This design comes from an exercise in tuning for small area, a short achievable clock period and few clock cycles on the open sky130 flow, not from production work. The RTL of this run was laid out without a check of its function. No activity file was given, so power comes from the tool's default toggle rates.

==> design/flow/design.v <==
package cpu_pkg;
parameter RESET_ADDR = 32'h00000000;
parameter OPC_LOAD   = 7'h03;
parameter OPC_IMM    = 7'h13;
parameter OPC_STORE  = 7'h23;
parameter OPC_ALSU   = 7'h33;
parameter OPC_BRANCH = 7'h63;
parameter OPC_SYSTEM = 7'h73;
parameter OPC_AUIPC  = 7'h17;
parameter OPC_LUI    = 7'h37;
parameter OPC_JALR   = 7'h67;
parameter OPC_JAL    = 7'h6F;
typedef enum logic [2:0] { RES_ADD, RES_XOR, RES_OR, RES_AND,
                           RES_SHIFT, RES_LUI, RES_LINK } res_sel_t;
endpackage
import cpu_pkg::*;
module alu(
  input  logic [31:0] alu_rs1_i,
  input  logic [31:0] alu_rs2_i,       
  input  logic [31:0] alu_imm_i,       
  input  logic        alu_use_imm_i,   
  input  logic        alu_sub_i,
  input  logic        alu_sra_i,       
  input  logic        alu_left_i,      
  input  cpu_pkg::res_sel_t alu_sel_i,
  input  logic [31:0] alu_link_i,
  input  logic [2:0]  alu_funct3_i,    
  output logic        alu_branch_o,
  output logic [31:0] alu_sum_o,
  output logic [31:0] alu_result_o
);
  logic [31:0] op2;
  assign op2 = alu_use_imm_i ? alu_imm_i : alu_rs2_i;
  assign alu_sum_o = alu_rs1_i + (alu_sub_i ? ~op2 : op2) + {31'd0, alu_sub_i};
  logic [31:0] sh_in, sh_out, sh_rev;
  logic        sh_big, sh_fill;
  always_comb begin
    for (int i = 0; i < 32; i++) sh_in[i] = alu_left_i ? alu_rs1_i[31-i] : alu_rs1_i[i];
  end
  assign sh_big  = |alu_rs2_i[31:5];
  assign sh_fill = alu_sra_i & alu_rs1_i[31];
  always_comb begin
    if (sh_big) sh_out = {32{sh_fill}};
    else        sh_out = 32'($signed({sh_fill, sh_in}) >>> alu_rs2_i[4:0]);
    for (int i = 0; i < 32; i++) sh_rev[i] = alu_left_i ? sh_out[31-i] : sh_out[i];
  end
  always_comb begin
    case (alu_sel_i)
      RES_XOR:   alu_result_o = alu_rs1_i ^ alu_rs2_i;
      RES_OR:    alu_result_o = alu_rs1_i | alu_rs2_i;
      RES_AND:   alu_result_o = alu_rs1_i & alu_rs2_i;
      RES_SHIFT: alu_result_o = sh_rev;
      RES_LUI:   alu_result_o = alu_imm_i;
      RES_LINK:  alu_result_o = alu_link_i;
      default:   alu_result_o = alu_sum_o;
    endcase
  end
  logic is_equal, is_less;
  assign is_equal = alu_rs1_i == alu_rs2_i;
  assign is_less  = $signed(alu_rs1_i) < $signed(alu_rs2_i);
  always_comb begin
    case (alu_funct3_i)
      3'b000:  alu_branch_o = is_equal;
      3'b001:  alu_branch_o = ~is_equal;
      3'b100:  alu_branch_o = is_less;
      default: alu_branch_o = ~is_less;    
    endcase
  end
endmodule
module register_file (
  input  logic        clk_i,
  input  logic        reset_i,
  input  logic [4:0]  read_reg_1_i,
  output logic [31:0] read_data_1_o,
  input  logic [4:0]  read_reg_2_i,
  output logic [31:0] read_data_2_o,
  input  logic        write_i,
  input  logic [4:0]  write_reg_i,
  input  logic [31:0] write_data_i
);
  logic [31:0] regs [1:31];
  logic [31:1] valid;
  always_comb begin
    read_data_1_o = 32'd0;
    read_data_2_o = 32'd0;
    for (int i = 1; i < 32; i++) begin
      if (read_reg_1_i == 5'(i) && valid[i]) read_data_1_o = regs[i];
      if (read_reg_2_i == 5'(i) && valid[i]) read_data_2_o = regs[i];
    end
  end
  always_ff @(posedge clk_i or posedge reset_i) begin
    if (reset_i) begin
      valid <= '0;
    end else if (write_i && write_reg_i != 5'd0) begin
      valid[write_reg_i] <= 1'b1;
    end
  end
  always_ff @(posedge clk_i) begin
    if (write_i && write_reg_i != 5'd0) begin
      regs[write_reg_i] <= write_data_i;
    end
  end
endmodule
import cpu_pkg::*;
module micro_riscv(
  input logic         clk_i,
  input logic         reset_i,
  output logic [31:0] cpu_data_addr_o,
  input  logic [31:0] cpu_data_rdata_i,
  output logic [31:0] cpu_data_wdata_o,
  output logic        cpu_data_re_o,
  output logic        cpu_data_we_o,
  output logic [31:0] cpu_instr_addr_o,
  input  logic [31:0] cpu_instr_rdata_i,
  output logic        cpu_finish_o
);
  logic [31:0] pc_f;                  
  logic        v_x;                   
  logic [31:0] ir_x;                  
  logic [31:0] res_m;                 
  logic [31:0] wd_m;                  
  logic [4:0]  rd_m;
  logic        we_m, ld_m, st_m, fin_m;
  assign cpu_instr_addr_o = pc_f;
  assign cpu_data_addr_o  = res_m;
  assign cpu_data_wdata_o = wd_m;
  assign cpu_data_re_o    = ld_m;
  assign cpu_data_we_o    = st_m;
  assign cpu_finish_o     = fin_m;
  logic [6:0] opcode;
  logic [2:0] funct3;
  logic [6:0] funct7;
  logic [4:0] rs1, rs2, rd;
  assign opcode = ir_x[6:0];
  assign funct3 = ir_x[14:12];
  assign funct7 = ir_x[31:25];
  assign rs1    = ir_x[19:15];
  assign rs2    = ir_x[24:20];
  assign rd     = ir_x[11:7];
  logic d_jal, d_jalr, d_br, d_ld, d_st, d_wr, d_use1, d_use2, d_fin;
  logic d_imm, d_sub, d_sra, d_left;
  cpu_pkg::res_sel_t d_sel;
  logic [31:0] d_immv;
  always_comb begin
    d_jal  = 1'b0; d_jalr = 1'b0; d_br = 1'b0; d_ld = 1'b0; d_st = 1'b0;
    d_wr   = 1'b0; d_use1 = 1'b0; d_use2 = 1'b0; d_fin = 1'b0;
    d_imm  = 1'b0; d_sub  = 1'b0; d_sra  = 1'b0; d_left = 1'b0;
    d_sel  = RES_ADD;
    d_immv = {{20{ir_x[31]}}, ir_x[31:20]};                           
    case (opcode)
      OPC_JAL:  begin d_jal = 1'b1; d_wr = 1'b1; d_sel = RES_LINK; end
      OPC_JALR: begin d_jalr = 1'b1; d_wr = 1'b1; d_use1 = 1'b1; d_imm = 1'b1; d_sel = RES_LINK; end
      OPC_BRANCH: begin
        d_use1 = 1'b1; d_use2 = 1'b1;
        if (funct3[1]) d_fin = 1'b1; else d_br = 1'b1;
      end
      OPC_LOAD: begin d_ld = 1'b1; d_wr = 1'b1; d_use1 = 1'b1; d_imm = 1'b1; end
      OPC_STORE: begin
        d_st = 1'b1; d_use1 = 1'b1; d_use2 = 1'b1; d_imm = 1'b1;
        d_immv = {{20{ir_x[31]}}, ir_x[31:25], ir_x[11:7]};             
      end
      OPC_LUI: begin
        d_wr = 1'b1; d_sel = RES_LUI;
        d_immv = {ir_x[31:12], 12'b0};                                   
      end
      OPC_IMM: begin
        if (funct3 == 3'b000) begin d_wr = 1'b1; d_use1 = 1'b1; d_imm = 1'b1; end
        else d_fin = 1'b1;
      end
      OPC_ALSU: begin
        d_use1 = 1'b1; d_use2 = 1'b1; d_wr = 1'b1;
        d_sub  = funct7[5];
        d_sra  = funct7[5];
        d_left = ~funct3[2];
        case (funct3)
          3'b000:  begin d_sel = RES_ADD;   if (funct7 != 7'h00 && funct7 != 7'h20) d_fin = 1'b1; end
          3'b101:  begin d_sel = RES_SHIFT; if (funct7 != 7'h00 && funct7 != 7'h20) d_fin = 1'b1; end
          3'b001:  begin d_sel = RES_SHIFT; if (funct7 != 7'h00) d_fin = 1'b1; end
          3'b100:  begin d_sel = RES_XOR;   if (funct7 != 7'h00) d_fin = 1'b1; end
          3'b110:  begin d_sel = RES_OR;    if (funct7 != 7'h00) d_fin = 1'b1; end
          3'b111:  begin d_sel = RES_AND;   if (funct7 != 7'h00) d_fin = 1'b1; end
          default: d_fin = 1'b1;
        endcase
      end
      default: d_fin = 1'b1;     
    endcase
    if (d_fin) begin
      d_jal = 1'b0; d_jalr = 1'b0; d_br = 1'b0; d_ld = 1'b0; d_st = 1'b0; d_wr = 1'b0;
      d_use1 = 1'b0; d_use2 = 1'b0;
    end
  end
  logic [31:0] rf_rd1, rf_rd2, rs1v, rs2v;
  logic        fwd1, fwd2, lu;
  logic        wb_we;
  logic [31:0] wb_data;
  register_file reg_file_i (
    .clk_i         (clk_i),
    .reset_i       (reset_i),
    .read_reg_1_i  (rs1),
    .read_data_1_o (rf_rd1),
    .read_reg_2_i  (rs2),
    .read_data_2_o (rf_rd2),
    .write_i       (wb_we),
    .write_reg_i   (rd_m),
    .write_data_i  (wb_data)
  );
  assign fwd1 = we_m & (rd_m == rs1);
  assign fwd2 = we_m & (rd_m == rs2);
  assign lu   = ld_m & ((fwd1 & d_use1) | (fwd2 & d_use2));    
  assign rs1v = fwd1 ? res_m : rf_rd1;
  assign rs2v = fwd2 ? res_m : rf_rd2;
  logic        br_cond;
  logic [31:0] sum, result;
  alu alu_i (
    .alu_rs1_i     (rs1v),
    .alu_rs2_i     (rs2v),
    .alu_imm_i     (d_immv),
    .alu_use_imm_i (d_imm),
    .alu_sub_i     (d_sub),
    .alu_sra_i     (d_sra),
    .alu_left_i    (d_left),
    .alu_sel_i     (d_sel),
    .alu_link_i    (pc_f),
    .alu_funct3_i  (funct3),
    .alu_branch_o  (br_cond),
    .alu_sum_o     (sum),
    .alu_result_o  (result)
  );
  logic [31:0] bj_imm, bj_imm_m4, bj_tgt;
  assign bj_imm    = opcode[3] ? {{12{ir_x[31]}}, ir_x[19:12], ir_x[20], ir_x[30:21], 1'b0}
                               : {{20{ir_x[31]}}, ir_x[7], ir_x[30:25], ir_x[11:8], 1'b0};
  assign bj_imm_m4 = bj_imm - 32'd4;
  assign bj_tgt    = pc_f + bj_imm_m4;
  logic fire, redirect;
  assign fire     = v_x & ~lu & ~fin_m;
  assign redirect = fire & (d_jal | d_jalr | (d_br & br_cond));
  assign wb_we   = we_m;
  assign wb_data = ld_m ? cpu_data_rdata_i : res_m;
  always_ff @(posedge clk_i or posedge reset_i) begin
    if (reset_i) begin
      pc_f  <= RESET_ADDR;
      v_x   <= 1'b0;
      we_m  <= 1'b0;
      ld_m  <= 1'b0;
      st_m  <= 1'b0;
      fin_m <= 1'b0;
    end else if (!fin_m) begin
      we_m  <= fire & d_wr & (rd != 5'd0);
      ld_m  <= fire & d_ld;
      st_m  <= fire & d_st;
      fin_m <= fire & d_fin;
      if (!(v_x & lu)) begin
        v_x  <= ~redirect;
        pc_f <= redirect ? (d_jalr ? sum : bj_tgt) : pc_f + 32'd4;
      end
    end
  end
  always_ff @(posedge clk_i) begin
    if (!(v_x & lu) && !fin_m) ir_x <= cpu_instr_rdata_i;
    res_m <= result;
    wd_m  <= rs2v;
    rd_m  <= rd;
  end
endmodule
==> design/flow/run.sh <==
#!/bin/bash
# synth_recipe.tcl (not shown) runs the flow's synth.tcl, then flattens the netlist and writes it again
# the make line also repeats each setting of config.mk as NAME=value (left out here)
make -C /OpenROAD-flow-scripts/flow DESIGN_CONFIG=/design/flow/config.mk WORK_HOME=/design/flow/orfs CLKGATE_MAP_FILE= SYNTH_SCRIPT=/design/flow/synth_recipe.tcl finish
==> design/flow/config.mk <==
export PLATFORM = sky130hd
export DESIGN_NAME = micro_riscv
export DESIGN_NICKNAME = micro_riscv
export VERILOG_FILES = /design/flow/design.v
export SDC_FILE = /design/flow/constraint.sdc
export NUM_CORES = 8
export LEC_CHECK = 0
export CAP_MARGIN = 40
export CORE_MARGIN = 2
export CORE_UTILIZATION = 30
export PLACE_DENSITY = 0.5
export SLEW_MARGIN = 40
==> design/flow/constraint.sdc <==
create_clock -name core_clock -period 16.0 [get_ports {clk_i}]
set_input_delay 3.2000 -clock core_clock [delete_from_list [all_inputs] [get_ports {clk_i}]]
set_output_delay 3.2000 -clock core_clock [all_outputs]
set_load 0.01 [all_outputs]
==> results.txt <==
# Post-CTS Setup Buffers 0; slowest CP cell a21oi_1; Synth Area per Inst 10.9 µm²; FMAX 103 MHz; RSZ-0062 raised after global routing no; Leakage 26.5 nW; Tcrit/Tclk final 0.609; gate count after technology mapping 5774; EDFF count, synth 1024; first-pass GRT wire length 535000 µm; Multi-input gate area 0.0277 mm²; Die X 462 µm; crit path launch type register; CP Class register to register; post-cts resize count 0; TritonRoute pass-1 iters 8; vias in the first global route 55400; PD cells 89.6 mW/mm²; post-synthesis sequential area ratio 0.537; CP required 16.74 ns; DIE AREA 0.214 mm²; Overflow after GRT 0; Starting Density 0.301; Worst Path Max Fanout 69; # rows 168; Synth async-reset ratio 0.0586; Vias/cell 6.81; final clock skew 0.0651 ns; HPWL Detailed 291000 µm; CP dominant cell by count buf_4; synth warn 3; CTS tree done; Max Slew Vio Count 0; ranking of synthesized cells by area edfxtp_1 (49%), a22oi_1 (4.2%), ha_1 (3.4%), nand3_1 (2.7%), dfrtp_1 (2.7%); register area 0.0338 mm²; CTS buffer count 142; largest net degree at the start of global routing 70; Yosys top cell area share 0.488; cts hold-fix bufs 0; Util after Layout 0.355; CP Capture Type register; largest area contributor in the netlist edfxtp_1; Hold WC Path Type register to register; max incr delay on CP 0.93 ns; final wirelength 410000 µm; GPL Wtd Cong 1.05; Root Driver clkbuf_16; Via Count 60500; Nets 6184; GR Util All Layers 0.368; die height 462 µm; worst skew pair latency 0.87 ns; Port Buffer Count 164; Setup TNS 0 ns; slew at the pin closest to its max-slew limit 0.985 ns; relative slew slack 0.342; Fillers 20900; Routed wire per std cell 46.2 µm; drt drc 0; share of cells above drive strength 1 0.127; Synth Cell Area 0.0630 mm²; Yosys reg bits 1161; Buf/Inv on CP 4; core footprint 0.209 mm²; critical path data arrival time 10.48 ns; CP top delay family simple AND/OR/NAND/NOR gates; Max Cap Violations 0; H-tree level count 4; Post-Syn Nets 6014; P&R area growth vs syn 17.7%; drt first-iter violations 12600; status no timing/DRC/antenna violations; Clk pin slew, worst setup/hold paths 0.07 ns; Worst VDD drop 0.127 mV; DRT antenna net count 0; number of library cell types mapped by synthesis 114; CTS sink count 1161; clk buf depth 3; fin crit period 9.75 ns; I/O pin count 165; Hold Vio Cnt, Final 0; dominant synthesized flop cell edfxtp_1; initial antenna violation count 44; setup violators final 0
through the flow:
stage                     setup WS, ns  instances  total power [W]  area [µm²]  hold slack, ns
after CTS                         6.91       8857          0.00665       73900           0.540
after global routing              6.30       8864          0.00676       74100           0.525
after detailed placement          6.95       8600          0.00336       69200           0.547
after global placement            6.19       8592          0.00336       68800           0.538
final                             6.25       8878          0.00664       74200           0.532
after floorplan                   9.95       5774          0.00333       63000           0.381
registers in the layout, indices dropped and copies added (netlist names):
signal / flops
fin_m: 1
ir_x: 32
ld_m: 1
pc_f: 32
rd_m: 5
reg_file_i.regs: 992
reg_file_i.valid: 31
res_m: 32
st_m: 1
v_x: 1
wd_m: 32
we_m: 1
metal layers:
metal	global-route usage	vias up	routed length (µm)
li1	-	23200	-
met1	0.464	30300	155000
met2	0.525	5595	168000
met3	0.149	1309	57100
met4	0.217	34	29700
met5	0.00557	-	463
cell usage in the layout, fill, tap and decap left out, types with 100 or more instances in the layout:
master / netlist / layout
edfxtp_1: 1024 / 1024
nand4_1: 202 / 202
ha_1: 172 / 172
a21oi_1: 277 / 274
nor3_1: 115 / 100
and3_1: 244 / 240
nand3_1: 342 / 340
o21ai_0: 196 / 188
nor2_1: 315 / 285
a22oi_1: 354 / 354
nand2_1: 397 / 396
buf_4: 7 / 269
clkbuf_16: 0 / 143
clkdlybuf4s50_1: 0 / 164
inv_1: 119 / 117
cell type report:
type,instances,area share
repair buffers,457,0.0533
clock inverters,86,0.0130
clock buffers,171,0.0498
well taps,2805,0.0473
multi-input cells,4059,0.374
diodes,16,0.000540
flip-flops and latches,1161,0.456
inverters,123,0.00624
path summary, 6_finish.rpt:
check,startpoint,slack [ns],to,depth (start not counted)
max reg2reg,ir_x[17]$_DFFE_PP_,6.25,pc_f[23]$_DFFE_PP0P_,25
min,ir_x[10]$_DFFE_PP_,0.53,rd_m[3]$_DFF_P_,0
max,ir_x[17]$_DFFE_PP_,6.25,pc_f[23]$_DFFE_PP0P_,25
min in group asynchronous,reset_i,2.88,pc_f[27]$_DFFE_PP0P_,3
min reg2reg,ir_x[10]$_DFFE_PP_,0.53,rd_m[3]$_DFF_P_,0
max in group asynchronous,reset_i,12.56,reg_file_i.valid[23]$_DFFE_PP0P_,3
Yosys cell counts (all sizes together), types with 31 or more instances:
library cell	number
a2111oi	75
a211oi	52
a21o	40
a21oi	278
a221o	33
a221oi	54
a222oi	40
a22oi	354
a31oi	44
and2	78
and3	246
and3b	39
buf	131
clkbuf	300
dfrtp	68
dfxtp	69
edfxtp	1024
ha	172
inv	123
mux2	48
mux2i	52
nand2	399
nand3	344
nand4	203
nor2	319
nor2b	35
nor3	117
nor3b	33
nor4	51
o2111ai	36
o211ai	31
o21ai	204
o21bai	45
o221ai	32
o22ai	72
or3	36
xnor2	93
report_power, final:
| part | switching, W | leakage [nW] | internal [W] |
|---|---|---|---|
| clock network | 0.00148 | 2.27 | 0.00187 |
| registers | 0.00000208 | 10.9 | 0.00325 |
| logic | 0.0000239 | 13.3 | 0.0000199 |
| total | 0.00150 | 26.5 | 0.00514 |
kinds of logic (layout without fill, tap and decap cells):
kind of cell,after synthesis,count (layout),share of synthesized area
other,0,16,0
and+or+nand+nor,2027,2027,0.170
AOI/OAI and AO/OA,1643,1643,0.189
muxes,100,100,0.0168
adders and majority gates,174,174,0.0348
DFF,1161,1161,0.537
xor gates and xnor gates,115,115,0.0160
buffers and inverters,554,837,0.0364

[re-timing with driven ports]
How much do the figures lean on ideal ports? The routed layout below was timed once more, with nothing changed but the port constraints.
Step 1, drivers: a clkbuf_16 drives clk_i and a buf_2 each remaining input, both assumed.
Step 2 moves the port delays by t, midway between the first and last clock arrival at a register: inputs arrive t later, outputs are due t later. That takes back most of the time a late clock gives input paths.
Three values: ideal, step 1, step 2; two values: the first two.
shift t [ns]: 0.935
slack for setup (ns): 6.255 / 6.255 / 6.255
worst setup path at the end: register to register
worst register clock-pin slew, ns: 0.07 / 0.07
worst data-port slew with drivers (ns): 0.08
After both steps this run still meets setup and hold. The setup slack of this run moves by 0.000 ns with the drivers and by 0.000 ns with both steps.
